This is an optimization exercise on Yosys and OpenROAD, whose aim is small area, a short achievable clock period and few clock cycles per item, not a production implementation.
Function not checked in this run: the RTL went through the layout flow alone.

File: run.sh
#!/bin/bash
# synth_recipe.tcl (not shown) runs the flow's synth.tcl, then flattens the netlist and writes it again
# the make line also repeats each setting of config.mk as NAME=value (left out here)
make -C /OpenROAD-flow-scripts/flow DESIGN_CONFIG=/design/flow/config.mk WORK_HOME=/design/flow/orfs CLKGATE_MAP_FILE= SYNTH_SCRIPT=/design/flow/synth_recipe.tcl finish
File: config.mk
export PLATFORM = sky130hd
export DESIGN_NAME = systolic_array
export DESIGN_NICKNAME = systolic_array
export VERILOG_FILES = /design/flow/design.v
export SDC_FILE = /design/flow/constraint.sdc
export NUM_CORES = 8
export LEC_CHECK = 0
export CAP_MARGIN = 20
export CORE_MARGIN = 2
export CORE_UTILIZATION = 40
export SLEW_MARGIN = 20
File: constraint.sdc
create_clock -name core_clock -period 10.0 [get_ports {clk}]
set_input_delay 2.0000 -clock core_clock [delete_from_list [all_inputs] [get_ports {clk}]]
set_output_delay 2.0000 -clock core_clock [all_outputs]
set_load 0.01 [all_outputs]
File: design.v
module systolic_array #(
    parameter N_SIZE = 5 ,
    parameter DATAWIDTH = 16
) (
    input logic clk,rst_n,valid_in,
    input wire [N_SIZE*DATAWIDTH-1:0] matrix_a_in,
    input wire [N_SIZE*DATAWIDTH-1:0] matrix_b_in,
    output logic valid_out,
    output logic [N_SIZE*2*DATAWIDTH-1:0] matrix_c_out
);
  logic [4:0] cnt, cnt_nx;
  logic hold;       
  logic first;      
  logic vo;
  always_comb begin
    if (valid_in) cnt_nx = 5'd1;
    else if (cnt == 5'd31) cnt_nx = 5'd31;
    else cnt_nx = cnt + 5'd1;
  end
  always_ff @(posedge clk or negedge rst_n) begin
    if (!rst_n) begin
      cnt   <= 5'd31;
      hold  <= 1'b0;
      first <= 1'b0;
      vo    <= 1'b0;
    end else begin
      cnt   <= cnt_nx;
      hold  <= (cnt_nx >= 5'd5) && (cnt_nx <= 5'd24);
      first <= (cnt_nx == 5'd1) || (cnt_nx == 5'd6) || (cnt_nx == 5'd11) ||
               (cnt_nx == 5'd16) || (cnt_nx == 5'd21);
      vo    <= (cnt_nx == 5'd7) || (cnt_nx == 5'd12) || (cnt_nx == 5'd17) ||
               (cnt_nx == 5'd22) || (cnt_nx == 5'd27);
    end
  end
  assign valid_out = vo;
  logic [63:0] aq [0:4];
  logic [79:0] bq [0:4];
  always_ff @(posedge clk) begin
    aq[0][47:0]  <= hold ? aq[4][63:16] : matrix_a_in[63:16];
    aq[0][63:48] <= matrix_a_in[79:64];
    bq[0] <= hold ? bq[4] : matrix_b_in;
    for (int n = 1; n < 5; n++) begin
      aq[n] <= aq[n-1];
      bq[n] <= bq[n-1];
    end
  end
  logic [15:0] aop;
  assign aop = hold ? aq[4][15:0] : matrix_a_in[15:0];
  logic [7:0] e_one, e_two, e_neg;
  always_ff @(posedge clk) begin
    for (int i = 0; i < 8; i++) begin
      e_neg[i] <= aop[2*i+1];
      e_one[i] <= aop[2*i] ^ (i > 0 ? aop[2*i-1] : 1'b0);
      e_two[i] <= (aop[2*i+1] & ~aop[2*i] & ~(i > 0 ? aop[2*i-1] : 1'b0)) |
                  (~aop[2*i+1] & aop[2*i] & (i > 0 ? aop[2*i-1] : 1'b0));
    end
  end
  localparam logic [31:0] K5 = 32'h55570000;
  genvar j;
  generate
    for (j = 0; j < 5; j++) begin : GEN_MAC
      logic [31:0] acc_s, acc_c, ns, nc, res;
      mac_tree u_tree (
        .one(e_one), .two(e_two), .neg(e_neg),
        .b(bq[0][16*j +: 16]),
        .as(first ? K5 : acc_s), .ac(first ? 32'd0 : acc_c),
        .os(ns), .oc(nc)
      );
      always_ff @(posedge clk) begin
        acc_s <= ns;
        acc_c <= nc;
        res   <= acc_s + acc_c;
      end
      assign matrix_c_out[32*j +: 32] = res;
    end
  endgenerate
endmodule
module mac_tree (
    input  logic [7:0]  one, two, neg,
    input  logic [15:0] b,
    input  logic [31:0] as, ac,
    output logic [31:0] os, oc
);
  logic [16:0] bx;
  assign bx = {b[15], b};
  logic [16:0] pp0, pp1, pp2, pp3, pp4, pp5, pp6, pp7;
  assign pp0[0] = ((one[0] & bx[0]) | 1'b0) ^ neg[0];
  assign pp0[1] = ((one[0] & bx[1]) | (two[0] & bx[0])) ^ neg[0];
  assign pp0[2] = ((one[0] & bx[2]) | (two[0] & bx[1])) ^ neg[0];
  assign pp0[3] = ((one[0] & bx[3]) | (two[0] & bx[2])) ^ neg[0];
  assign pp0[4] = ((one[0] & bx[4]) | (two[0] & bx[3])) ^ neg[0];
  assign pp0[5] = ((one[0] & bx[5]) | (two[0] & bx[4])) ^ neg[0];
  assign pp0[6] = ((one[0] & bx[6]) | (two[0] & bx[5])) ^ neg[0];
  assign pp0[7] = ((one[0] & bx[7]) | (two[0] & bx[6])) ^ neg[0];
  assign pp0[8] = ((one[0] & bx[8]) | (two[0] & bx[7])) ^ neg[0];
  assign pp0[9] = ((one[0] & bx[9]) | (two[0] & bx[8])) ^ neg[0];
  assign pp0[10] = ((one[0] & bx[10]) | (two[0] & bx[9])) ^ neg[0];
  assign pp0[11] = ((one[0] & bx[11]) | (two[0] & bx[10])) ^ neg[0];
  assign pp0[12] = ((one[0] & bx[12]) | (two[0] & bx[11])) ^ neg[0];
  assign pp0[13] = ((one[0] & bx[13]) | (two[0] & bx[12])) ^ neg[0];
  assign pp0[14] = ((one[0] & bx[14]) | (two[0] & bx[13])) ^ neg[0];
  assign pp0[15] = ((one[0] & bx[15]) | (two[0] & bx[14])) ^ neg[0];
  assign pp0[16] = ((one[0] & bx[16]) | (two[0] & bx[15])) ^ neg[0];
  assign pp1[0] = ((one[1] & bx[0]) | 1'b0) ^ neg[1];
  assign pp1[1] = ((one[1] & bx[1]) | (two[1] & bx[0])) ^ neg[1];
  assign pp1[2] = ((one[1] & bx[2]) | (two[1] & bx[1])) ^ neg[1];
  assign pp1[3] = ((one[1] & bx[3]) | (two[1] & bx[2])) ^ neg[1];
  assign pp1[4] = ((one[1] & bx[4]) | (two[1] & bx[3])) ^ neg[1];
  assign pp1[5] = ((one[1] & bx[5]) | (two[1] & bx[4])) ^ neg[1];
  assign pp1[6] = ((one[1] & bx[6]) | (two[1] & bx[5])) ^ neg[1];
  assign pp1[7] = ((one[1] & bx[7]) | (two[1] & bx[6])) ^ neg[1];
  assign pp1[8] = ((one[1] & bx[8]) | (two[1] & bx[7])) ^ neg[1];
  assign pp1[9] = ((one[1] & bx[9]) | (two[1] & bx[8])) ^ neg[1];
  assign pp1[10] = ((one[1] & bx[10]) | (two[1] & bx[9])) ^ neg[1];
  assign pp1[11] = ((one[1] & bx[11]) | (two[1] & bx[10])) ^ neg[1];
  assign pp1[12] = ((one[1] & bx[12]) | (two[1] & bx[11])) ^ neg[1];
  assign pp1[13] = ((one[1] & bx[13]) | (two[1] & bx[12])) ^ neg[1];
  assign pp1[14] = ((one[1] & bx[14]) | (two[1] & bx[13])) ^ neg[1];
  assign pp1[15] = ((one[1] & bx[15]) | (two[1] & bx[14])) ^ neg[1];
  assign pp1[16] = ((one[1] & bx[16]) | (two[1] & bx[15])) ^ neg[1];
  assign pp2[0] = ((one[2] & bx[0]) | 1'b0) ^ neg[2];
  assign pp2[1] = ((one[2] & bx[1]) | (two[2] & bx[0])) ^ neg[2];
  assign pp2[2] = ((one[2] & bx[2]) | (two[2] & bx[1])) ^ neg[2];
  assign pp2[3] = ((one[2] & bx[3]) | (two[2] & bx[2])) ^ neg[2];
  assign pp2[4] = ((one[2] & bx[4]) | (two[2] & bx[3])) ^ neg[2];
  assign pp2[5] = ((one[2] & bx[5]) | (two[2] & bx[4])) ^ neg[2];
  assign pp2[6] = ((one[2] & bx[6]) | (two[2] & bx[5])) ^ neg[2];
  assign pp2[7] = ((one[2] & bx[7]) | (two[2] & bx[6])) ^ neg[2];
  assign pp2[8] = ((one[2] & bx[8]) | (two[2] & bx[7])) ^ neg[2];
  assign pp2[9] = ((one[2] & bx[9]) | (two[2] & bx[8])) ^ neg[2];
  assign pp2[10] = ((one[2] & bx[10]) | (two[2] & bx[9])) ^ neg[2];
  assign pp2[11] = ((one[2] & bx[11]) | (two[2] & bx[10])) ^ neg[2];
  assign pp2[12] = ((one[2] & bx[12]) | (two[2] & bx[11])) ^ neg[2];
  assign pp2[13] = ((one[2] & bx[13]) | (two[2] & bx[12])) ^ neg[2];
  assign pp2[14] = ((one[2] & bx[14]) | (two[2] & bx[13])) ^ neg[2];
  assign pp2[15] = ((one[2] & bx[15]) | (two[2] & bx[14])) ^ neg[2];
  assign pp2[16] = ((one[2] & bx[16]) | (two[2] & bx[15])) ^ neg[2];
  assign pp3[0] = ((one[3] & bx[0]) | 1'b0) ^ neg[3];
  assign pp3[1] = ((one[3] & bx[1]) | (two[3] & bx[0])) ^ neg[3];
  assign pp3[2] = ((one[3] & bx[2]) | (two[3] & bx[1])) ^ neg[3];
  assign pp3[3] = ((one[3] & bx[3]) | (two[3] & bx[2])) ^ neg[3];
  assign pp3[4] = ((one[3] & bx[4]) | (two[3] & bx[3])) ^ neg[3];
  assign pp3[5] = ((one[3] & bx[5]) | (two[3] & bx[4])) ^ neg[3];
  assign pp3[6] = ((one[3] & bx[6]) | (two[3] & bx[5])) ^ neg[3];
  assign pp3[7] = ((one[3] & bx[7]) | (two[3] & bx[6])) ^ neg[3];
  assign pp3[8] = ((one[3] & bx[8]) | (two[3] & bx[7])) ^ neg[3];
  assign pp3[9] = ((one[3] & bx[9]) | (two[3] & bx[8])) ^ neg[3];
  assign pp3[10] = ((one[3] & bx[10]) | (two[3] & bx[9])) ^ neg[3];
  assign pp3[11] = ((one[3] & bx[11]) | (two[3] & bx[10])) ^ neg[3];
  assign pp3[12] = ((one[3] & bx[12]) | (two[3] & bx[11])) ^ neg[3];
  assign pp3[13] = ((one[3] & bx[13]) | (two[3] & bx[12])) ^ neg[3];
  assign pp3[14] = ((one[3] & bx[14]) | (two[3] & bx[13])) ^ neg[3];
  assign pp3[15] = ((one[3] & bx[15]) | (two[3] & bx[14])) ^ neg[3];
  assign pp3[16] = ((one[3] & bx[16]) | (two[3] & bx[15])) ^ neg[3];
  assign pp4[0] = ((one[4] & bx[0]) | 1'b0) ^ neg[4];
  assign pp4[1] = ((one[4] & bx[1]) | (two[4] & bx[0])) ^ neg[4];
  assign pp4[2] = ((one[4] & bx[2]) | (two[4] & bx[1])) ^ neg[4];
  assign pp4[3] = ((one[4] & bx[3]) | (two[4] & bx[2])) ^ neg[4];
  assign pp4[4] = ((one[4] & bx[4]) | (two[4] & bx[3])) ^ neg[4];
  assign pp4[5] = ((one[4] & bx[5]) | (two[4] & bx[4])) ^ neg[4];
  assign pp4[6] = ((one[4] & bx[6]) | (two[4] & bx[5])) ^ neg[4];
  assign pp4[7] = ((one[4] & bx[7]) | (two[4] & bx[6])) ^ neg[4];
  assign pp4[8] = ((one[4] & bx[8]) | (two[4] & bx[7])) ^ neg[4];
  assign pp4[9] = ((one[4] & bx[9]) | (two[4] & bx[8])) ^ neg[4];
  assign pp4[10] = ((one[4] & bx[10]) | (two[4] & bx[9])) ^ neg[4];
  assign pp4[11] = ((one[4] & bx[11]) | (two[4] & bx[10])) ^ neg[4];
  assign pp4[12] = ((one[4] & bx[12]) | (two[4] & bx[11])) ^ neg[4];
  assign pp4[13] = ((one[4] & bx[13]) | (two[4] & bx[12])) ^ neg[4];
  assign pp4[14] = ((one[4] & bx[14]) | (two[4] & bx[13])) ^ neg[4];
  assign pp4[15] = ((one[4] & bx[15]) | (two[4] & bx[14])) ^ neg[4];
  assign pp4[16] = ((one[4] & bx[16]) | (two[4] & bx[15])) ^ neg[4];
  assign pp5[0] = ((one[5] & bx[0]) | 1'b0) ^ neg[5];
  assign pp5[1] = ((one[5] & bx[1]) | (two[5] & bx[0])) ^ neg[5];
  assign pp5[2] = ((one[5] & bx[2]) | (two[5] & bx[1])) ^ neg[5];
  assign pp5[3] = ((one[5] & bx[3]) | (two[5] & bx[2])) ^ neg[5];
  assign pp5[4] = ((one[5] & bx[4]) | (two[5] & bx[3])) ^ neg[5];
  assign pp5[5] = ((one[5] & bx[5]) | (two[5] & bx[4])) ^ neg[5];
  assign pp5[6] = ((one[5] & bx[6]) | (two[5] & bx[5])) ^ neg[5];
  assign pp5[7] = ((one[5] & bx[7]) | (two[5] & bx[6])) ^ neg[5];
  assign pp5[8] = ((one[5] & bx[8]) | (two[5] & bx[7])) ^ neg[5];
  assign pp5[9] = ((one[5] & bx[9]) | (two[5] & bx[8])) ^ neg[5];
  assign pp5[10] = ((one[5] & bx[10]) | (two[5] & bx[9])) ^ neg[5];
  assign pp5[11] = ((one[5] & bx[11]) | (two[5] & bx[10])) ^ neg[5];
  assign pp5[12] = ((one[5] & bx[12]) | (two[5] & bx[11])) ^ neg[5];
  assign pp5[13] = ((one[5] & bx[13]) | (two[5] & bx[12])) ^ neg[5];
  assign pp5[14] = ((one[5] & bx[14]) | (two[5] & bx[13])) ^ neg[5];
  assign pp5[15] = ((one[5] & bx[15]) | (two[5] & bx[14])) ^ neg[5];
  assign pp5[16] = ((one[5] & bx[16]) | (two[5] & bx[15])) ^ neg[5];
  assign pp6[0] = ((one[6] & bx[0]) | 1'b0) ^ neg[6];
  assign pp6[1] = ((one[6] & bx[1]) | (two[6] & bx[0])) ^ neg[6];
  assign pp6[2] = ((one[6] & bx[2]) | (two[6] & bx[1])) ^ neg[6];
  assign pp6[3] = ((one[6] & bx[3]) | (two[6] & bx[2])) ^ neg[6];
  assign pp6[4] = ((one[6] & bx[4]) | (two[6] & bx[3])) ^ neg[6];
  assign pp6[5] = ((one[6] & bx[5]) | (two[6] & bx[4])) ^ neg[6];
  assign pp6[6] = ((one[6] & bx[6]) | (two[6] & bx[5])) ^ neg[6];
  assign pp6[7] = ((one[6] & bx[7]) | (two[6] & bx[6])) ^ neg[6];
  assign pp6[8] = ((one[6] & bx[8]) | (two[6] & bx[7])) ^ neg[6];
  assign pp6[9] = ((one[6] & bx[9]) | (two[6] & bx[8])) ^ neg[6];
  assign pp6[10] = ((one[6] & bx[10]) | (two[6] & bx[9])) ^ neg[6];
  assign pp6[11] = ((one[6] & bx[11]) | (two[6] & bx[10])) ^ neg[6];
  assign pp6[12] = ((one[6] & bx[12]) | (two[6] & bx[11])) ^ neg[6];
  assign pp6[13] = ((one[6] & bx[13]) | (two[6] & bx[12])) ^ neg[6];
  assign pp6[14] = ((one[6] & bx[14]) | (two[6] & bx[13])) ^ neg[6];
  assign pp6[15] = ((one[6] & bx[15]) | (two[6] & bx[14])) ^ neg[6];
  assign pp6[16] = ((one[6] & bx[16]) | (two[6] & bx[15])) ^ neg[6];
  assign pp7[0] = ((one[7] & bx[0]) | 1'b0) ^ neg[7];
  assign pp7[1] = ((one[7] & bx[1]) | (two[7] & bx[0])) ^ neg[7];
  assign pp7[2] = ((one[7] & bx[2]) | (two[7] & bx[1])) ^ neg[7];
  assign pp7[3] = ((one[7] & bx[3]) | (two[7] & bx[2])) ^ neg[7];
  assign pp7[4] = ((one[7] & bx[4]) | (two[7] & bx[3])) ^ neg[7];
  assign pp7[5] = ((one[7] & bx[5]) | (two[7] & bx[4])) ^ neg[7];
  assign pp7[6] = ((one[7] & bx[6]) | (two[7] & bx[5])) ^ neg[7];
  assign pp7[7] = ((one[7] & bx[7]) | (two[7] & bx[6])) ^ neg[7];
  assign pp7[8] = ((one[7] & bx[8]) | (two[7] & bx[7])) ^ neg[7];
  assign pp7[9] = ((one[7] & bx[9]) | (two[7] & bx[8])) ^ neg[7];
  assign pp7[10] = ((one[7] & bx[10]) | (two[7] & bx[9])) ^ neg[7];
  assign pp7[11] = ((one[7] & bx[11]) | (two[7] & bx[10])) ^ neg[7];
  assign pp7[12] = ((one[7] & bx[12]) | (two[7] & bx[11])) ^ neg[7];
  assign pp7[13] = ((one[7] & bx[13]) | (two[7] & bx[12])) ^ neg[7];
  assign pp7[14] = ((one[7] & bx[14]) | (two[7] & bx[13])) ^ neg[7];
  assign pp7[15] = ((one[7] & bx[15]) | (two[7] & bx[14])) ^ neg[7];
  assign pp7[16] = ((one[7] & bx[16]) | (two[7] & bx[15])) ^ neg[7];
  wire s0 = as[0] ^ ac[0] ^ neg[0];
  wire k0 = (as[0] & ac[0]) | (as[0] & neg[0]) | (ac[0] & neg[0]);
  wire s1 = as[1] ^ ac[1] ^ pp0[1];
  wire k1 = (as[1] & ac[1]) | (as[1] & pp0[1]) | (ac[1] & pp0[1]);
  wire s2 = as[2] ^ ac[2] ^ neg[1];
  wire k2 = (as[2] & ac[2]) | (as[2] & neg[1]) | (ac[2] & neg[1]);
  wire s3 = pp0[2] ^ pp1[0] ^ s2;
  wire k3 = (pp0[2] & pp1[0]) | (pp0[2] & s2) | (pp1[0] & s2);
  wire s4 = as[3] ^ ac[3] ^ pp0[3];
  wire k4 = (as[3] & ac[3]) | (as[3] & pp0[3]) | (ac[3] & pp0[3]);
  wire s5 = pp1[1] ^ k2 ^ s4;
  wire k5 = (pp1[1] & k2) | (pp1[1] & s4) | (k2 & s4);
  wire s6 = as[4] ^ ac[4] ^ neg[2];
  wire k6 = (as[4] & ac[4]) | (as[4] & neg[2]) | (ac[4] & neg[2]);
  wire s7 = pp0[4] ^ pp1[2] ^ pp2[0];
  wire k7 = (pp0[4] & pp1[2]) | (pp0[4] & pp2[0]) | (pp1[2] & pp2[0]);
  wire s8 = s6 ^ k4 ^ s7;
  wire k8 = (s6 & k4) | (s6 & s7) | (k4 & s7);
  wire s9 = as[5] ^ ac[5] ^ pp0[5];
  wire k9 = (as[5] & ac[5]) | (as[5] & pp0[5]) | (ac[5] & pp0[5]);
  wire s10 = pp1[3] ^ pp2[1] ^ k6;
  wire k10 = (pp1[3] & pp2[1]) | (pp1[3] & k6) | (pp2[1] & k6);
  wire s11 = k7 ^ s9 ^ s10;
  wire k11 = (k7 & s9) | (k7 & s10) | (s9 & s10);
  wire s12 = as[6] ^ ac[6] ^ neg[3];
  wire k12 = (as[6] & ac[6]) | (as[6] & neg[3]) | (ac[6] & neg[3]);
  wire s13 = pp0[6] ^ pp1[4] ^ pp2[2];
  wire k13 = (pp0[6] & pp1[4]) | (pp0[6] & pp2[2]) | (pp1[4] & pp2[2]);
  wire s14 = pp3[0] ^ s12 ^ k9;
  wire k14 = (pp3[0] & s12) | (pp3[0] & k9) | (s12 & k9);
  wire s15 = k10 ^ s13 ^ s14;
  wire k15 = (k10 & s13) | (k10 & s14) | (s13 & s14);
  wire s16 = as[7] ^ ac[7] ^ pp0[7];
  wire k16 = (as[7] & ac[7]) | (as[7] & pp0[7]) | (ac[7] & pp0[7]);
  wire s17 = pp1[5] ^ pp2[3] ^ pp3[1];
  wire k17 = (pp1[5] & pp2[3]) | (pp1[5] & pp3[1]) | (pp2[3] & pp3[1]);
  wire s18 = k12 ^ k13 ^ s16;
  wire k18 = (k12 & k13) | (k12 & s16) | (k13 & s16);
  wire s19 = s17 ^ k14 ^ s18;
  wire k19 = (s17 & k14) | (s17 & s18) | (k14 & s18);
  wire s20 = as[8] ^ ac[8] ^ neg[4];
  wire k20 = (as[8] & ac[8]) | (as[8] & neg[4]) | (ac[8] & neg[4]);
  wire s21 = pp0[8] ^ pp1[6] ^ pp2[4];
  wire k21 = (pp0[8] & pp1[6]) | (pp0[8] & pp2[4]) | (pp1[6] & pp2[4]);
  wire s22 = pp3[2] ^ pp4[0] ^ s20;
  wire k22 = (pp3[2] & pp4[0]) | (pp3[2] & s20) | (pp4[0] & s20);
  wire s23 = k16 ^ k17 ^ s21;
  wire k23 = (k16 & k17) | (k16 & s21) | (k17 & s21);
  wire s24 = s22 ^ k18 ^ s23;
  wire k24 = (s22 & k18) | (s22 & s23) | (k18 & s23);
  wire s25 = as[9] ^ ac[9] ^ pp0[9];
  wire k25 = (as[9] & ac[9]) | (as[9] & pp0[9]) | (ac[9] & pp0[9]);
  wire s26 = pp1[7] ^ pp2[5] ^ pp3[3];
  wire k26 = (pp1[7] & pp2[5]) | (pp1[7] & pp3[3]) | (pp2[5] & pp3[3]);
  wire s27 = pp4[1] ^ k20 ^ k21;
  wire k27 = (pp4[1] & k20) | (pp4[1] & k21) | (k20 & k21);
  wire s28 = s25 ^ s26 ^ k22;
  wire k28 = (s25 & s26) | (s25 & k22) | (s26 & k22);
  wire s29 = s27 ^ k23 ^ s28;
  wire k29 = (s27 & k23) | (s27 & s28) | (k23 & s28);
  wire s30 = as[10] ^ ac[10] ^ neg[5];
  wire k30 = (as[10] & ac[10]) | (as[10] & neg[5]) | (ac[10] & neg[5]);
  wire s31 = pp0[10] ^ pp1[8] ^ pp2[6];
  wire k31 = (pp0[10] & pp1[8]) | (pp0[10] & pp2[6]) | (pp1[8] & pp2[6]);
  wire s32 = pp3[4] ^ pp4[2] ^ pp5[0];
  wire k32 = (pp3[4] & pp4[2]) | (pp3[4] & pp5[0]) | (pp4[2] & pp5[0]);
  wire s33 = s30 ^ k25 ^ k26;
  wire k33 = (s30 & k25) | (s30 & k26) | (k25 & k26);
  wire s34 = s31 ^ s32 ^ k27;
  wire k34 = (s31 & s32) | (s31 & k27) | (s32 & k27);
  wire s35 = s33 ^ k28 ^ s34;
  wire k35 = (s33 & k28) | (s33 & s34) | (k28 & s34);
  wire s36 = as[11] ^ ac[11] ^ pp0[11];
  wire k36 = (as[11] & ac[11]) | (as[11] & pp0[11]) | (ac[11] & pp0[11]);
  wire s37 = pp1[9] ^ pp2[7] ^ pp3[5];
  wire k37 = (pp1[9] & pp2[7]) | (pp1[9] & pp3[5]) | (pp2[7] & pp3[5]);
  wire s38 = pp4[3] ^ pp5[1] ^ k30;
  wire k38 = (pp4[3] & pp5[1]) | (pp4[3] & k30) | (pp5[1] & k30);
  wire s39 = k31 ^ k32 ^ s36;
  wire k39 = (k31 & k32) | (k31 & s36) | (k32 & s36);
  wire s40 = s37 ^ s38 ^ k33;
  wire k40 = (s37 & s38) | (s37 & k33) | (s38 & k33);
  wire s41 = s39 ^ k34 ^ s40;
  wire k41 = (s39 & k34) | (s39 & s40) | (k34 & s40);
  wire s42 = as[12] ^ ac[12] ^ neg[6];
  wire k42 = (as[12] & ac[12]) | (as[12] & neg[6]) | (ac[12] & neg[6]);
  wire s43 = pp0[12] ^ pp1[10] ^ pp2[8];
  wire k43 = (pp0[12] & pp1[10]) | (pp0[12] & pp2[8]) | (pp1[10] & pp2[8]);
  wire s44 = pp3[6] ^ pp4[4] ^ pp5[2];
  wire k44 = (pp3[6] & pp4[4]) | (pp3[6] & pp5[2]) | (pp4[4] & pp5[2]);
  wire s45 = pp6[0] ^ s42 ^ k36;
  wire k45 = (pp6[0] & s42) | (pp6[0] & k36) | (s42 & k36);
  wire s46 = k37 ^ k38 ^ s43;
  wire k46 = (k37 & k38) | (k37 & s43) | (k38 & s43);
  wire s47 = s44 ^ s45 ^ k39;
  wire k47 = (s44 & s45) | (s44 & k39) | (s45 & k39);
  wire s48 = s46 ^ k40 ^ s47;
  wire k48 = (s46 & k40) | (s46 & s47) | (k40 & s47);
  wire s49 = as[13] ^ ac[13] ^ pp0[13];
  wire k49 = (as[13] & ac[13]) | (as[13] & pp0[13]) | (ac[13] & pp0[13]);
  wire s50 = pp1[11] ^ pp2[9] ^ pp3[7];
  wire k50 = (pp1[11] & pp2[9]) | (pp1[11] & pp3[7]) | (pp2[9] & pp3[7]);
  wire s51 = pp4[5] ^ pp5[3] ^ pp6[1];
  wire k51 = (pp4[5] & pp5[3]) | (pp4[5] & pp6[1]) | (pp5[3] & pp6[1]);
  wire s52 = k42 ^ k43 ^ k44;
  wire k52 = (k42 & k43) | (k42 & k44) | (k43 & k44);
  wire s53 = s49 ^ s50 ^ s51;
  wire k53 = (s49 & s50) | (s49 & s51) | (s50 & s51);
  wire s54 = k45 ^ s52 ^ k46;
  wire k54 = (k45 & s52) | (k45 & k46) | (s52 & k46);
  wire s55 = s53 ^ k47 ^ s54;
  wire k55 = (s53 & k47) | (s53 & s54) | (k47 & s54);
  wire s56 = as[14] ^ ac[14] ^ neg[7];
  wire k56 = (as[14] & ac[14]) | (as[14] & neg[7]) | (ac[14] & neg[7]);
  wire s57 = pp0[14] ^ pp1[12] ^ pp2[10];
  wire k57 = (pp0[14] & pp1[12]) | (pp0[14] & pp2[10]) | (pp1[12] & pp2[10]);
  wire s58 = pp3[8] ^ pp4[6] ^ pp5[4];
  wire k58 = (pp3[8] & pp4[6]) | (pp3[8] & pp5[4]) | (pp4[6] & pp5[4]);
  wire s59 = pp6[2] ^ pp7[0] ^ s56;
  wire k59 = (pp6[2] & pp7[0]) | (pp6[2] & s56) | (pp7[0] & s56);
  wire s60 = k49 ^ k50 ^ k51;
  wire k60 = (k49 & k50) | (k49 & k51) | (k50 & k51);
  wire s61 = s57 ^ s58 ^ s59;
  wire k61 = (s57 & s58) | (s57 & s59) | (s58 & s59);
  wire s62 = k52 ^ s60 ^ k53;
  wire k62 = (k52 & s60) | (k52 & k53) | (s60 & k53);
  wire s63 = s61 ^ k54 ^ s62;
  wire k63 = (s61 & k54) | (s61 & s62) | (k54 & s62);
  wire s64 = as[15] ^ ac[15] ^ pp0[15];
  wire k64 = (as[15] & ac[15]) | (as[15] & pp0[15]) | (ac[15] & pp0[15]);
  wire s65 = pp1[13] ^ pp2[11] ^ pp3[9];
  wire k65 = (pp1[13] & pp2[11]) | (pp1[13] & pp3[9]) | (pp2[11] & pp3[9]);
  wire s66 = pp4[7] ^ pp5[5] ^ pp6[3];
  wire k66 = (pp4[7] & pp5[5]) | (pp4[7] & pp6[3]) | (pp5[5] & pp6[3]);
  wire s67 = pp7[1] ^ k56 ^ k57;
  wire k67 = (pp7[1] & k56) | (pp7[1] & k57) | (k56 & k57);
  wire s68 = k58 ^ s64 ^ s65;
  wire k68 = (k58 & s64) | (k58 & s65) | (s64 & s65);
  wire s69 = s66 ^ k59 ^ k60;
  wire k69 = (s66 & k59) | (s66 & k60) | (k59 & k60);
  wire s70 = s67 ^ k61 ^ s68;
  wire k70 = (s67 & k61) | (s67 & s68) | (k61 & s68);
  wire s71 = k62 ^ s69 ^ s70;
  wire k71 = (k62 & s69) | (k62 & s70) | (s69 & s70);
  wire s72 = as[16] ^ ac[16] ^ ~pp0[16];
  wire k72 = (as[16] & ac[16]) | (as[16] & ~pp0[16]) | (ac[16] & ~pp0[16]);
  wire s73 = pp1[14] ^ pp2[12] ^ pp3[10];
  wire k73 = (pp1[14] & pp2[12]) | (pp1[14] & pp3[10]) | (pp2[12] & pp3[10]);
  wire s74 = pp4[8] ^ pp5[6] ^ pp6[4];
  wire k74 = (pp4[8] & pp5[6]) | (pp4[8] & pp6[4]) | (pp5[6] & pp6[4]);
  wire s75 = pp7[2] ^ k64 ^ k65;
  wire k75 = (pp7[2] & k64) | (pp7[2] & k65) | (k64 & k65);
  wire s76 = k66 ^ s72 ^ s73;
  wire k76 = (k66 & s72) | (k66 & s73) | (s72 & s73);
  wire s77 = s74 ^ k67 ^ s75;
  wire k77 = (s74 & k67) | (s74 & s75) | (k67 & s75);
  wire s78 = k68 ^ s76 ^ k69;
  wire k78 = (k68 & s76) | (k68 & k69) | (s76 & k69);
  wire s79 = k70 ^ s77 ^ s78;
  wire k79 = (k70 & s77) | (k70 & s78) | (s77 & s78);
  wire s80 = as[17] ^ ac[17] ^ pp1[15];
  wire k80 = (as[17] & ac[17]) | (as[17] & pp1[15]) | (ac[17] & pp1[15]);
  wire s81 = pp2[13] ^ pp3[11] ^ pp4[9];
  wire k81 = (pp2[13] & pp3[11]) | (pp2[13] & pp4[9]) | (pp3[11] & pp4[9]);
  wire s82 = pp5[7] ^ pp6[5] ^ pp7[3];
  wire k82 = (pp5[7] & pp6[5]) | (pp5[7] & pp7[3]) | (pp6[5] & pp7[3]);
  wire s83 = k72 ^ k73 ^ k74;
  wire k83 = (k72 & k73) | (k72 & k74) | (k73 & k74);
  wire s84 = s80 ^ s81 ^ s82;
  wire k84 = (s80 & s81) | (s80 & s82) | (s81 & s82);
  wire s85 = k75 ^ s83 ^ k76;
  wire k85 = (k75 & s83) | (k75 & k76) | (s83 & k76);
  wire s86 = s84 ^ k77 ^ s85;
  wire k86 = (s84 & k77) | (s84 & s85) | (k77 & s85);
  wire s87 = k78 ^ s86;
  wire k87 = k78 & s86;
  wire s88 = as[18] ^ ac[18] ^ ~pp1[16];
  wire k88 = (as[18] & ac[18]) | (as[18] & ~pp1[16]) | (ac[18] & ~pp1[16]);
  wire s89 = pp2[14] ^ pp3[12] ^ pp4[10];
  wire k89 = (pp2[14] & pp3[12]) | (pp2[14] & pp4[10]) | (pp3[12] & pp4[10]);
  wire s90 = pp5[8] ^ pp6[6] ^ pp7[4];
  wire k90 = (pp5[8] & pp6[6]) | (pp5[8] & pp7[4]) | (pp6[6] & pp7[4]);
  wire s91 = k80 ^ k81 ^ k82;
  wire k91 = (k80 & k81) | (k80 & k82) | (k81 & k82);
  wire s92 = s88 ^ s89 ^ s90;
  wire k92 = (s88 & s89) | (s88 & s90) | (s89 & s90);
  wire s93 = k83 ^ s91 ^ k84;
  wire k93 = (k83 & s91) | (k83 & k84) | (s91 & k84);
  wire s94 = s92 ^ k85 ^ s93;
  wire k94 = (s92 & k85) | (s92 & s93) | (k85 & s93);
  wire s95 = k86 ^ s94;
  wire k95 = k86 & s94;
  wire s96 = as[19] ^ ac[19] ^ pp2[15];
  wire k96 = (as[19] & ac[19]) | (as[19] & pp2[15]) | (ac[19] & pp2[15]);
  wire s97 = pp3[13] ^ pp4[11] ^ pp5[9];
  wire k97 = (pp3[13] & pp4[11]) | (pp3[13] & pp5[9]) | (pp4[11] & pp5[9]);
  wire s98 = pp6[7] ^ pp7[5] ^ k88;
  wire k98 = (pp6[7] & pp7[5]) | (pp6[7] & k88) | (pp7[5] & k88);
  wire s99 = k89 ^ k90 ^ s96;
  wire k99 = (k89 & k90) | (k89 & s96) | (k90 & s96);
  wire s100 = s97 ^ k91 ^ s98;
  wire k100 = (s97 & k91) | (s97 & s98) | (k91 & s98);
  wire s101 = k92 ^ s99 ^ k93;
  wire k101 = (k92 & s99) | (k92 & k93) | (s99 & k93);
  wire s102 = s100 ^ k94 ^ s101;
  wire k102 = (s100 & k94) | (s100 & s101) | (k94 & s101);
  wire s103 = as[20] ^ ac[20] ^ ~pp2[16];
  wire k103 = (as[20] & ac[20]) | (as[20] & ~pp2[16]) | (ac[20] & ~pp2[16]);
  wire s104 = pp3[14] ^ pp4[12] ^ pp5[10];
  wire k104 = (pp3[14] & pp4[12]) | (pp3[14] & pp5[10]) | (pp4[12] & pp5[10]);
  wire s105 = pp6[8] ^ pp7[6] ^ k96;
  wire k105 = (pp6[8] & pp7[6]) | (pp6[8] & k96) | (pp7[6] & k96);
  wire s106 = k97 ^ s103 ^ s104;
  wire k106 = (k97 & s103) | (k97 & s104) | (s103 & s104);
  wire s107 = k98 ^ s105 ^ k99;
  wire k107 = (k98 & s105) | (k98 & k99) | (s105 & k99);
  wire s108 = s106 ^ k100 ^ s107;
  wire k108 = (s106 & k100) | (s106 & s107) | (k100 & s107);
  wire s109 = k101 ^ s108;
  wire k109 = k101 & s108;
  wire s110 = as[21] ^ ac[21] ^ pp3[15];
  wire k110 = (as[21] & ac[21]) | (as[21] & pp3[15]) | (ac[21] & pp3[15]);
  wire s111 = pp4[13] ^ pp5[11] ^ pp6[9];
  wire k111 = (pp4[13] & pp5[11]) | (pp4[13] & pp6[9]) | (pp5[11] & pp6[9]);
  wire s112 = pp7[7] ^ k103 ^ k104;
  wire k112 = (pp7[7] & k103) | (pp7[7] & k104) | (k103 & k104);
  wire s113 = s110 ^ s111 ^ k105;
  wire k113 = (s110 & s111) | (s110 & k105) | (s111 & k105);
  wire s114 = s112 ^ k106 ^ k107;
  wire k114 = (s112 & k106) | (s112 & k107) | (k106 & k107);
  wire s115 = s113 ^ k108 ^ s114;
  wire k115 = (s113 & k108) | (s113 & s114) | (k108 & s114);
  wire s116 = as[22] ^ ac[22] ^ ~pp3[16];
  wire k116 = (as[22] & ac[22]) | (as[22] & ~pp3[16]) | (ac[22] & ~pp3[16]);
  wire s117 = pp4[14] ^ pp5[12] ^ pp6[10];
  wire k117 = (pp4[14] & pp5[12]) | (pp4[14] & pp6[10]) | (pp5[12] & pp6[10]);
  wire s118 = pp7[8] ^ k110 ^ k111;
  wire k118 = (pp7[8] & k110) | (pp7[8] & k111) | (k110 & k111);
  wire s119 = s116 ^ s117 ^ k112;
  wire k119 = (s116 & s117) | (s116 & k112) | (s117 & k112);
  wire s120 = s118 ^ k113 ^ s119;
  wire k120 = (s118 & k113) | (s118 & s119) | (k113 & s119);
  wire s121 = k114 ^ s120;
  wire k121 = k114 & s120;
  wire s122 = as[23] ^ ac[23] ^ pp4[15];
  wire k122 = (as[23] & ac[23]) | (as[23] & pp4[15]) | (ac[23] & pp4[15]);
  wire s123 = pp5[13] ^ pp6[11] ^ pp7[9];
  wire k123 = (pp5[13] & pp6[11]) | (pp5[13] & pp7[9]) | (pp6[11] & pp7[9]);
  wire s124 = k116 ^ k117 ^ s122;
  wire k124 = (k116 & k117) | (k116 & s122) | (k117 & s122);
  wire s125 = s123 ^ k118 ^ s124;
  wire k125 = (s123 & k118) | (s123 & s124) | (k118 & s124);
  wire s126 = k119 ^ s125 ^ k120;
  wire k126 = (k119 & s125) | (k119 & k120) | (s125 & k120);
  wire s127 = as[24] ^ ac[24] ^ ~pp4[16];
  wire k127 = (as[24] & ac[24]) | (as[24] & ~pp4[16]) | (ac[24] & ~pp4[16]);
  wire s128 = pp5[14] ^ pp6[12] ^ pp7[10];
  wire k128 = (pp5[14] & pp6[12]) | (pp5[14] & pp7[10]) | (pp6[12] & pp7[10]);
  wire s129 = k122 ^ k123 ^ s127;
  wire k129 = (k122 & k123) | (k122 & s127) | (k123 & s127);
  wire s130 = s128 ^ k124 ^ s129;
  wire k130 = (s128 & k124) | (s128 & s129) | (k124 & s129);
  wire s131 = k125 ^ s130;
  wire k131 = k125 & s130;
  wire s132 = as[25] ^ ac[25] ^ pp5[15];
  wire k132 = (as[25] & ac[25]) | (as[25] & pp5[15]) | (ac[25] & pp5[15]);
  wire s133 = pp6[13] ^ pp7[11] ^ k127;
  wire k133 = (pp6[13] & pp7[11]) | (pp6[13] & k127) | (pp7[11] & k127);
  wire s134 = k128 ^ s132 ^ s133;
  wire k134 = (k128 & s132) | (k128 & s133) | (s132 & s133);
  wire s135 = k129 ^ k130 ^ s134;
  wire k135 = (k129 & k130) | (k129 & s134) | (k130 & s134);
  wire s136 = as[26] ^ ac[26] ^ ~pp5[16];
  wire k136 = (as[26] & ac[26]) | (as[26] & ~pp5[16]) | (ac[26] & ~pp5[16]);
  wire s137 = pp6[14] ^ pp7[12] ^ k132;
  wire k137 = (pp6[14] & pp7[12]) | (pp6[14] & k132) | (pp7[12] & k132);
  wire s138 = s136 ^ k133 ^ s137;
  wire k138 = (s136 & k133) | (s136 & s137) | (k133 & s137);
  wire s139 = k134 ^ s138;
  wire k139 = k134 & s138;
  wire s140 = as[27] ^ ac[27] ^ pp6[15];
  wire k140 = (as[27] & ac[27]) | (as[27] & pp6[15]) | (ac[27] & pp6[15]);
  wire s141 = pp7[13] ^ k136 ^ s140;
  wire k141 = (pp7[13] & k136) | (pp7[13] & s140) | (k136 & s140);
  wire s142 = k137 ^ s141 ^ k138;
  wire k142 = (k137 & s141) | (k137 & k138) | (s141 & k138);
  wire s143 = as[28] ^ ac[28] ^ ~pp6[16];
  wire k143 = (as[28] & ac[28]) | (as[28] & ~pp6[16]) | (ac[28] & ~pp6[16]);
  wire s144 = pp7[14] ^ k140 ^ s143;
  wire k144 = (pp7[14] & k140) | (pp7[14] & s143) | (k140 & s143);
  wire s145 = k141 ^ s144;
  wire k145 = k141 & s144;
  wire s146 = as[29] ^ ac[29] ^ pp7[15];
  wire k146 = (as[29] & ac[29]) | (as[29] & pp7[15]) | (ac[29] & pp7[15]);
  wire s147 = k143 ^ s146 ^ k144;
  wire k147 = (k143 & s146) | (k143 & k144) | (s146 & k144);
  wire s148 = as[30] ^ ac[30] ^ ~pp7[16];
  wire k148 = (as[30] & ac[30]) | (as[30] & ~pp7[16]) | (ac[30] & ~pp7[16]);
  wire s149 = k146 ^ s148;
  wire k149 = k146 & s148;
  wire s150 = as[31] ^ ac[31] ^ k148;
  wire k150 = (as[31] & ac[31]) | (as[31] & k148) | (ac[31] & k148);
  assign os[0] = pp0[0];
  assign oc[0] = s0;
  assign os[1] = k0;
  assign oc[1] = s1;
  assign os[2] = k1;
  assign oc[2] = s3;
  assign os[3] = k3;
  assign oc[3] = s5;
  assign os[4] = k5;
  assign oc[4] = s8;
  assign os[5] = k8;
  assign oc[5] = s11;
  assign os[6] = k11;
  assign oc[6] = s15;
  assign os[7] = k15;
  assign oc[7] = s19;
  assign os[8] = k19;
  assign oc[8] = s24;
  assign os[9] = k24;
  assign oc[9] = s29;
  assign os[10] = k29;
  assign oc[10] = s35;
  assign os[11] = k35;
  assign oc[11] = s41;
  assign os[12] = k41;
  assign oc[12] = s48;
  assign os[13] = k48;
  assign oc[13] = s55;
  assign os[14] = k55;
  assign oc[14] = s63;
  assign os[15] = k63;
  assign oc[15] = s71;
  assign os[16] = k71;
  assign oc[16] = s79;
  assign os[17] = k79;
  assign oc[17] = s87;
  assign os[18] = k87;
  assign oc[18] = s95;
  assign os[19] = k95;
  assign oc[19] = s102;
  assign os[20] = k102;
  assign oc[20] = s109;
  assign os[21] = k109;
  assign oc[21] = s115;
  assign os[22] = k115;
  assign oc[22] = s121;
  assign os[23] = k121;
  assign oc[23] = s126;
  assign os[24] = k126;
  assign oc[24] = s131;
  assign os[25] = k131;
  assign oc[25] = s135;
  assign os[26] = k135;
  assign oc[26] = s139;
  assign os[27] = k139;
  assign oc[27] = s142;
  assign os[28] = k142;
  assign oc[28] = s145;
  assign os[29] = k145;
  assign oc[29] = s147;
  assign os[30] = k147;
  assign oc[30] = s149;
  assign os[31] = k149;
  assign oc[31] = s150;
endmodule
==> results.txt <==
## path summary, 6_finish.rpt
path                                                 to  slack (ns)  cells past startpoint
min in group asynchronous                  vo$_DFF_PN0_        1.49                      1
max                        GEN_MAC[3].acc_c[21]$_DFF_P_        5.10                     11
min                                   bq[2][39]$_DFF_P_        0.31                      0
max reg2reg                GEN_MAC[3].acc_c[21]$_DFF_P_        5.10                     11
max in group asynchronous              cnt[0]$_DFF_PN1_        8.19                      1
min reg2reg                           bq[2][39]$_DFF_P_        0.31                      0
## cell usage in the layout, fill, tap and decap left out, drive strengths merged, types with 101 or more instances in the layout
cell	instances
inv	742
nand2	122
a21oi	127
clkdlybuf4s50	323
clkbuf	186
dfxtp	1224
mux2	131
nand2b	173
a22oi	601
fa	715
o21ai	112
buf	101
ha	196
nor2b	119
xor2	352
xnor2	487
## synthesized netlist by cell type, types with 118 or more instances
master / count
xnor2_1: 487
mux2_2: 131
ha_1: 196
dfxtp_1: 1224
xor2_1: 352
nand2_1: 122
clkbuf_1: 361
nor2b_1: 118
a21oi_1: 124
a22oi_1: 601
nand2b_1: 173
inv_1: 738
fa_1: 715
## worst max-delay path: stages, from the launching register on
cell     delay, ns
dfxtp_4       0.57
buf_4         0.70
buf_4         0.74
xor2_1        0.19
fa_1          0.57
inv_1         0.06
fa_1          0.41
inv_1         0.09
fa_1          0.41
fa_1          0.43
inv_1         0.08
fa_1          0.42
## cell type report
| cell class | count | area, um2 |
|---|---|---|
| well taps | 2175 | 2720 |
| repair buffers | 424 | 4000 |
| flip-flops and latches | 1232 | 24800 |
| multi-input cells | 3584 | 36600 |
| diodes | 2 | 5.00 |
| fillers | 15000 | 87200 |
| clock buffers | 186 | 3990 |
| clock inverters | 61 | 867 |
| inverters | 739 | 2780 |
## sequential cells by signal, summed over array words and instances (netlist names)
signal / cells
bq: 400
aq: 320
GEN_MAC.acc_c: 160
GEN_MAC.acc_s: 160
GEN_MAC.res: 160
e_neg: 8
e_one: 8
e_two: 8
cnt: 5
first: 1
hold: 1
vo: 1
## layer usage
layer	vias to the layer above	track usage [%]	routed length (um)
met4	10	7.97	6380
li1	19500	-	-
met1	21400	25.8	69800
met3	367	4.45	12100
met2	1537	36.0	85600
met5	-	0	63
## per-stage QoR
stage	setup slack, ns	hold slack (ns)
floorplan	5.83	0.310
global placement	5.23	0.310
detailed placement	5.16	0.312
CTS	5.14	0.306
global route	4.92	0.310
finish	5.10	0.311
## logic make-up after synthesis
kind of cell | share of synthesized area (%)
muxes | 2.47
xor gates and xnor gates | 11.2
and+or+nand+nor | 5.16
DFF | 37.6
adders and majority gates | 25.5
AOI/OAI and AO/OA | 11.4
buffers and inverters | 6.74
==> results.txt <==
- Final Slew Violations: 0
- Die H: 409 um
- Routed WL: approximately 170 mm
- Max-cap viol count: 0
- Grt total ovfl: 0
- Largest net degree at the start of global routing: 105
- Drt pass-1 iters: 5
- Core area: approximately 160000 um2
- Worst Path Max Fanout: 37
- Tmin final: 4.90 ns
- CTS Buf Count: 137
- Ports: around 320
- Placed insts: 8154
- Synth Flop Type: dfxtp_1
- Mapped Area: around 66000 um2
- YS warnings: 5
- Cell variety after synth: 81
- Routed len/inst: roughly 21 um
- GPL Wtd Cong: between 0.8 and 0.9
- # resized after CTS: 0
- Later-pin clock latency in the skew report: roughly 0.80 ns
- CP arrival: about 5.5 ns
- Post-route cell area: around 76000 um2
- Starting Density: roughly 40%
- Post-DRT Antenna Nets: 0
- Iteration-0 DRC Markers: between 3000 and 4000
- Critical path endpoint category: register
- DIE WIDTH: ~410 um
- Avg Vias per Cell: roughly 5.1
- Asr flop ratio synth: less than 1%
- Syn_nets: 7071
- Layout Skew: ~0.045 ns
- Largest cells by area after synthesis: dfxtp_1 (37%), fa_1 (22%), a22oi_1 (6.9%)
- Post-Synthesis Cells: 5997
- DRC viols: 0
- Gr usage total: 21.0%
- Number of synthesized flops with an enable pin: 0
- Die area: 168000 um2
- Site row count: about 150
- Max-Slew Margin vs Limit: 23.1%
- Setup violations, final: 0
- Worst EP required: ~11 ns
- H-tree depth: 4
- Area after DPL: approximately 71000 um2
- Post-DP HPWL: about 120 mm
- Maximum root-to-sink buffer count: 3
- Final Util: a little under half
- CP startpoint: e_neg[2]$_DFF_P_
- Area Overhead vs Synth: 15.2%
- Post-layout net count: between 7000 and 8000
- FF-to-FF Start: e_neg[2]$_DFF_P_
- Least-Margin Pin Slew: roughly 1.2 ns
- RSZ-0062 raised after global routing: false
- Max Freq: slightly above 0.2 GHz
- Status: complete, no violations
- Clock transition at path regs: 0.06 ns
- I/O Buffers: between 300 and 400
- Fin cells: 8403
- Final period util: just under 50%
- Setup bufs post-CTS: 0
- Fin. Hold Viols: 0
- Clk sink count: 1232
- Via Count: roughly 43000
- Vias in the first global route: between 40000 and 50000
- Sequential share of the synthesized area: between 30% and 40%
- Hold Crit Class: reg2reg
- First-pass GRT wire length: around 270 mm
- Setup TNS: 0 ns
- Mean Syn Cell Area: 11.0 um2
- Crit Path Class: reg2reg
- Startpoint types: register
- Post-synthesis register bit count: 1232
- Initial antenna violation count: 13
- Layout cells sized above 1: ~8.8%
- Clock root buffer: clkbuf_16
- Yosys top cell area share: 37.3%
- Synth area leader: dfxtp_1
- CTS tree: done
- CTS Hold Bufs: 0
- Hold_sp: bq[1][39]$_DFF_P_

==> what the ideal ports hide <==
In the flow no input, the clock included, has a driving cell. The finished layout below was timed again as built, in two steps. Step 1, drivers: a clkbuf_16 drives clk and a buf_2 each remaining input, both assumed. Step 2 moves the port delays by t, midway between the first and last clock arrival at a register: inputs arrive t later, outputs are due t later. That takes back most of the time a late clock gives input paths. Three values: ideal ports, drivers, drivers and shift; two values: the first two.
t, ns: 0.863
slack for setup (ns): 5.104 / 5.104 / 5.104
hold WS [ns]: 0.311 / 0.311 / 0.311
worst data-port slew with drivers (ns): 0.12
cell pins on the clock port's net: 1
After both steps this run still meets setup and hold. The setup slack of this run moves by 0.000 ns with the drivers and by 0.000 ns with both steps.
